What follows belongs to an exercise in optimizing a design on an open flow for small area and a short achievable clock period; a production flow would make more cautious choices.
Function was checked by simulation only, so behaviour that the tests miss may differ from the original.
Power and IR drop assume default switching activity.

==> flow/design.v, too long to show whole: its modules and the start of the top module <==
// module ALU: 40 lines
// module MUL32LO: 1951 lines
// module BSEL: 3 lines
// module XOR2: 3 lines
// module AND2: 3 lines
// module MAJ: 3 lines
// module ALUControl: 34 lines
// module Control: 52 lines
// module RegisterFile: 16 lines
// module RFBIT: 7 lines
// module CPU: 269 lines
module CPU(
	input  reset                        ,
	input  clk                          ,
	output [31:0] imem_addr             ,
	input  [31:0] imem_data             ,
	output        dmem_re               ,
	output        dmem_we               ,
	output [31:0] dmem_addr             ,
	output [31:0] dmem_wdata            ,
	input  [31:0] dmem_rdata
);
  // ...
==> flow/run.sh <==
#!/bin/bash
# synth_recipe.tcl (not shown) runs the flow's synth.tcl, then flattens the netlist and writes it again
# the make line also repeats each setting of config.mk as NAME=value (left out here)
make -C /OpenROAD-flow-scripts/flow DESIGN_CONFIG=/design/flow/config.mk WORK_HOME=/design/flow/orfs CLKGATE_MAP_FILE= SYNTH_SCRIPT=/design/flow/synth_recipe.tcl finish
==> flow/config.mk <==
export PLATFORM = sky130hd
export DESIGN_NAME = CPU
export DESIGN_NICKNAME = CPU
export VERILOG_FILES = /design/flow/design.v
export SDC_FILE = /design/flow/constraint.sdc
export NUM_CORES = 4
export LEC_CHECK = 0
export CAP_MARGIN = 20
export CORE_MARGIN = 2
export CORE_UTILIZATION = 25
export PLACE_DENSITY = 0.33
export SLEW_MARGIN = 20
export SYNTH_HIERARCHICAL = 1
export SYNTH_MINIMUM_KEEP_SIZE = 0
==> flow/constraint.sdc <==
create_clock -name core_clock -period 13.0 [get_ports {clk}]
set_input_delay 2.6000 -clock core_clock [delete_from_list [all_inputs] [get_ports {clk}]]
set_output_delay 2.6000 -clock core_clock [all_outputs]
set_load 0.01 [all_outputs]
==> key figures, run 1 <==
Run status
  – Status: no timing/DRC/antenna violations

Global routing
  – GR Util met1: 0.330
  – Met2 usage: 0.394

Critical path
  – Max incr delay on CP: 0.78 ns
  – CP top delay family: compound AO/OA/AOI/OAI gates
  – Reg2reg end: IDEX_mb[28]
  – Worst setup path startpoint: IDEX_mb[1]
  – Critical Path Start Type: register

STA
  – WHS: 0.346 ns
  – Final Hold Fails: 0
  – RSZ-0062 raised after global routing: false

Floorplan
  – Initial Util: 0.251
  – Die area: 346000 µm²
  – Tap cell count: 4536

Pwr
  – Sequential power: 0.00704 W

Worst hold path
  – HP Start: IDEX_MemtoReg[0]

Cells and area
  – Share of layout cells above drive strength 1: 0.185
  – Finished Cell Area: 101000 µm²
  – Commonest cells after routing, fill and taps aside: edfxtp_1, a22oi_1, xor2_1
  – FF+latch area: 41100 µm²
  – Max reg flops: 992
  – Final Util: 0.296
  – Filler cell count: 34.9k

Detailed routing
  – Highest metal used: met5
  – First DRT Iteration DRCs: 7491

Clocking
  – Clock latency on the worst-skew pair: 0.89 ns
  – CTS Sinks: 1530

Placed design
  – Worst slack at placement: 4.75 ns
==> run 2, diff against run 1 <==
--- a/flow/config.mk
+++ b/flow/config.mk
@@ -7,8 +7,8 @@
 export LEC_CHECK = 0
 export CAP_MARGIN = 20
 export CORE_MARGIN = 2
-export CORE_UTILIZATION = 25
-export PLACE_DENSITY = 0.33
+export CORE_UTILIZATION = 50
+export PLACE_DENSITY = 0.6
 export SLEW_MARGIN = 20
 export SYNTH_HIERARCHICAL = 1
 export SYNTH_MINIMUM_KEEP_SIZE = 0
==> run 2 against run 1 <==
Still clean. Synthesized cell count is the same. First-iteration DRC count grew 21%. Clock power shrank 11%. Clock skew shrank 0.021 ns. Sequential power grew 2%. Via count grew 2.3%. Register-to-register slack gained 0.16 ns. Maximum frequency grew 2.0%. Sequential cell count is the same. Combinational power shrank 11%. Area after synthesis is the same. Largest power group unchanged.
==> key figures, run 2 <==
Floorplan
  – Ports: 164 (unchanged)
  – Cell Rows: 151 (was 214)
  – Core Region: 169000 µm² (was 340000 µm²)
  – Initial Util: 0.503 (was 0.251)
  – Die area: 174000 µm² (was 346000 µm²)
  – Chip width: 417 µm (was 588 µm)
  – Height of the die: 417 µm (was 588 µm)

Critical path
  – FF-to-FF Start: IDEX_mb[15] (was IDEX_mb[1])
  – Critical Path End: IDEX_mb[24] (was IDEX_mb[28])
  – Reg2reg setup slack: 4.92 ns (was 4.76 ns)
  – Arrival time of the worst setup path: 8.80 ns (was 8.98 ns)
  – Critical Path Start Type: register (unchanged)
  – Reg2reg end: IDEX_mb[24] (was IDEX_mb[28])
  – Worst Setup Path Type: reg2reg (unchanged)
  – Reg2Reg Depth: 25 (was 26)
  – Crit path capture type: register (unchanged)
  – Critical Path RT: 13.72 ns (was 13.73 ns)
  – Worst-path fanout max: 16 (was 37)
  – Worst setup path startpoint: IDEX_mb[15] (was IDEX_mb[1])

Yosys
  – Post-Syn Area: 85300 µm² (unchanged)
  – Yosys warning count: 10 (unchanged)
  – Post-Synthesis Cells: 7355 (unchanged)
  – Synthesized area per cell: 11.6 µm² (unchanged)

Global routing
  – GRT Total Usage: 0.401 (was 0.244)
  – Grt ovf: 0 (unchanged)
  – Initial antenna violation count: 24 (was 65)
  – Largest net degree at the start of global routing: 71 (was 66)
  – First-pass GRT wire length: 500000 µm (was 588000 µm)
  – Vias in the first global route: 66.4k (was 66.5k)

Pwr
  – Cell Pwr Density: 174 nW/µm² (was 177 nW/µm²)
  – Seq pwr share: 0.428 (was 0.396)
  – Lkg Pwr: 35.8 nW (was 36.3 nW)
  – Sw frac: 0.363 (was 0.379)
  – Comb pwr share: 0.284 (was 0.299)
  – Pwr Total: 0.0168 W (was 0.0178 W)
  – Pint: 0.0107 W (was 0.0111 W)
  – Clock power share: 0.288 (was 0.305)
  – Psw: 0.00610 W (was 0.00675 W)
  – Max VDD drop: 0.000181 V (was 0.000108 V)

Detailed routing
  – DR pass1 iterations: 9 (was 8)
  – First DRT Iteration DRCs: 9096 (was 7491)
  – Antenna-violating nets left: 0 (unchanged)
  – Total detailed-routing wirelength: 358000 µm (was 438000 µm)
  – Drc violations: 0 (unchanged)
  – Vias: 70.0k (was 68.4k)
  – Via/cell ratio: 6.97 (was 5.47)
  – WL/cell: 35.6 µm (was 35.0 µm)

Clocking
  – Post-CTS Hold Buffers: 0 (unchanged)
  – Clock transition at the registers of the reported paths: 0.06 ns (was 0.07 ns)
  – # resized after CTS: 0 (unchanged)
  – H-Tree Depth: 4 (unchanged)
  – CTS Sinks: 1530 (unchanged)
  – Clock Path Buffers: 3 (was 4)
  – CTS Buf Count: 166 (was 192)
  – CTS root buf: clkbuf_16 (unchanged)
  – TritonCTS clock tree: built (unchanged)
  – Post-CTS setup buffers: 0 (unchanged)
  – Clock latency on the worst-skew pair: 0.83 ns (was 0.89 ns)

Cells and area
  – Finished Cell Area: 96600 µm² (was 101000 µm²)
  – Area Overhead vs Synth: 13.2% (was 18.0%)
  – Commonest cells after routing, fill and taps aside: edfxtp_1, a22oi_1, xor2_1 (unchanged)
  – Largest Register: RF_data (unchanged)
  – Share of layout cells above drive strength 1: 0.175 (was 0.185)
  – Final #Nets: 7929 (was 7981)
  – Most common library cell in the layout ignoring fill and taps: edfxtp_1 (unchanged)
  – Max reg flops: 992 (unchanged)

Run status
  – Status: no timing/DRC/antenna violations (unchanged)

STA
  – Slew @ Worst Pin: 1.30 ns (was 1.17 ns)
  – Worst rel slew slack: 0.125 (was 0.216)
  – Period utilization: 0.622 (was 0.634)
  – Post-layout min period: 8.08 ns (was 8.24 ns)
  – Final Hold Fails: 0 (unchanged)
  – Final setup violation count: 0 (unchanged)
  – Fin. max-slew vios: 0 (unchanged)
  – RSZ-0062 raised after global routing: false (unchanged)
  – Clk_skew: 0.0337 ns (was 0.0546 ns)
  – Final TNS setup: 0 ns (unchanged)
  – Achievable frequency: 0.124 GHz (was 0.121 GHz)

Worst hold path
  – Hold WC Path Type: reg2reg (unchanged)

Placed design
  – Detailed placer's ending HPWL: 247000 µm (was 301000 µm)
  – Placer Congestion: 1.03 (was 0.890)
  – Post-DP Area: 91000 µm² (was 94100 µm²)
  – Port bufs: 163 (unchanged)

Flow run
  – Total of max-cap violations: 0 (unchanged)
-- run 2: area by class of cell --
cell class	instances	area, µm²
sequential	1530	41100
tap	2218	2780
clock inverter	87	861
fill	14400	72900
timing repair buffer	394	3380
inverter	116	438
clock buffer	220	4670
multi-input combinational	5465	43300
antenna	13	32.5
-- run 2: worst min-delay path by stage --
| stage | slack (ns) | endpoint | cells past startpoint | from |
|---|---|---|---|---|
| floorplan | 0.33 | EXMEM_MemRead | 0 | IDEX_MemRead |
| global placement | 0.34 | IDEX_RegWrite | 0 | IFID_RegWrite |
| detailed placement | 0.34 | EXMEM_MemtoReg[1] | 0 | IDEX_MemtoReg[1] |
| CTS | 0.35 | EXMEM_MemtoReg[0] | 0 | IDEX_MemtoReg[0] |
| global route | 0.35 | EXMEM_MemtoReg[0] | 0 | IDEX_MemtoReg[0] |
| finish | 0.35 | EXMEM_MemtoReg[0] | 0 | IDEX_MemtoReg[0] |
-- run 2: metal layers --
metal	up-vias	GRT usage	wire, µm
met5	-	0	144
met4	14	0.274	29400
met3	985	0.0802	34500
met2	4493	0.630	162000
met1	34800	0.500	131000
li1	29600	-	-
-- run 2: power by group through the flow --
stage,Sequential [W],Clock (W),Combinational [W]
2_1_floorplan,0.00690,0,0.00251
3_3_place_gp,0.00724,0,0.00455
3_5_place_dp,0.00726,0,0.00456
4_1_cts,0.00716,0.00486,0.00459
5_1_grt,0.00724,0.00505,0.00498
6_report,0.00719,0.00484,0.00477
-- run 2: metrics by stage --
step,hold slack [ns],utilization,cells,setup WS (ns)
2_1_floorplan,0.331,-,7370,3.60
3_3_place_gp,0.336,0.536,9721,5.21
3_5_place_dp,0.339,0.537,9723,5.14
4_1_cts,0.353,0.569,10000,5.07
5_1_grt,0.353,0.570,10000,4.47
6_report,0.351,0.570,10000,4.92
-- run 2: worst max-delay path, stage by stage, from the launching register on --
cell	delay, ns
dfxtp_1	0.69
buf_4	0.38
xor2_2	0.89
a22oi_2	0.19
xnor2_1	0.29
xor2_1	0.27
xor2_1	0.28
xor2_1	0.23
xor2_1	0.28
xor2_1	0.21
xor2_1	0.25
xor2_1	0.20
xor2_1	0.17
ha_1	0.34
nand2_1	0.10
nor2_1	0.05
a41o_1	0.23
a311oi_1	0.48
xnor2_1	0.26
a221oi_1	0.26
nand2_1	0.08
a221oi_1	0.41
o21ai_0	0.49
a22oi_1	0.28
o21ai_0	0.34
and2_1	0.30

-- static timing again, ports no longer ideal --
How much do the figures lean on ideal ports? The routed layouts below were timed once more, with nothing changed but the port constraints.
Step 1 sets driving cells, clkbuf_16 on the clock port and buf_2 on the other inputs (assumed; they add their load-dependent delay and slew).
Step 2 times the ports against the registers' clock, not the clock port: input delays grow and output delays shrink by t, the midpoint of the rising clock arrivals with the driver on.
Three values: no drivers, after step 1, after step 2; two values: the first two.
| run | shift t [ns] | slack for setup (ns) | worst data-port slew with drivers (ns) |
|---|---|---|---|
| run 1 | 0.966 | 4.757 / 4.757 / 4.757 | 0.05 |
| run 2 | 0.899 | 4.918 / 4.918 / 4.918 | 0.10 |
After both steps every run listed still meets setup and hold.
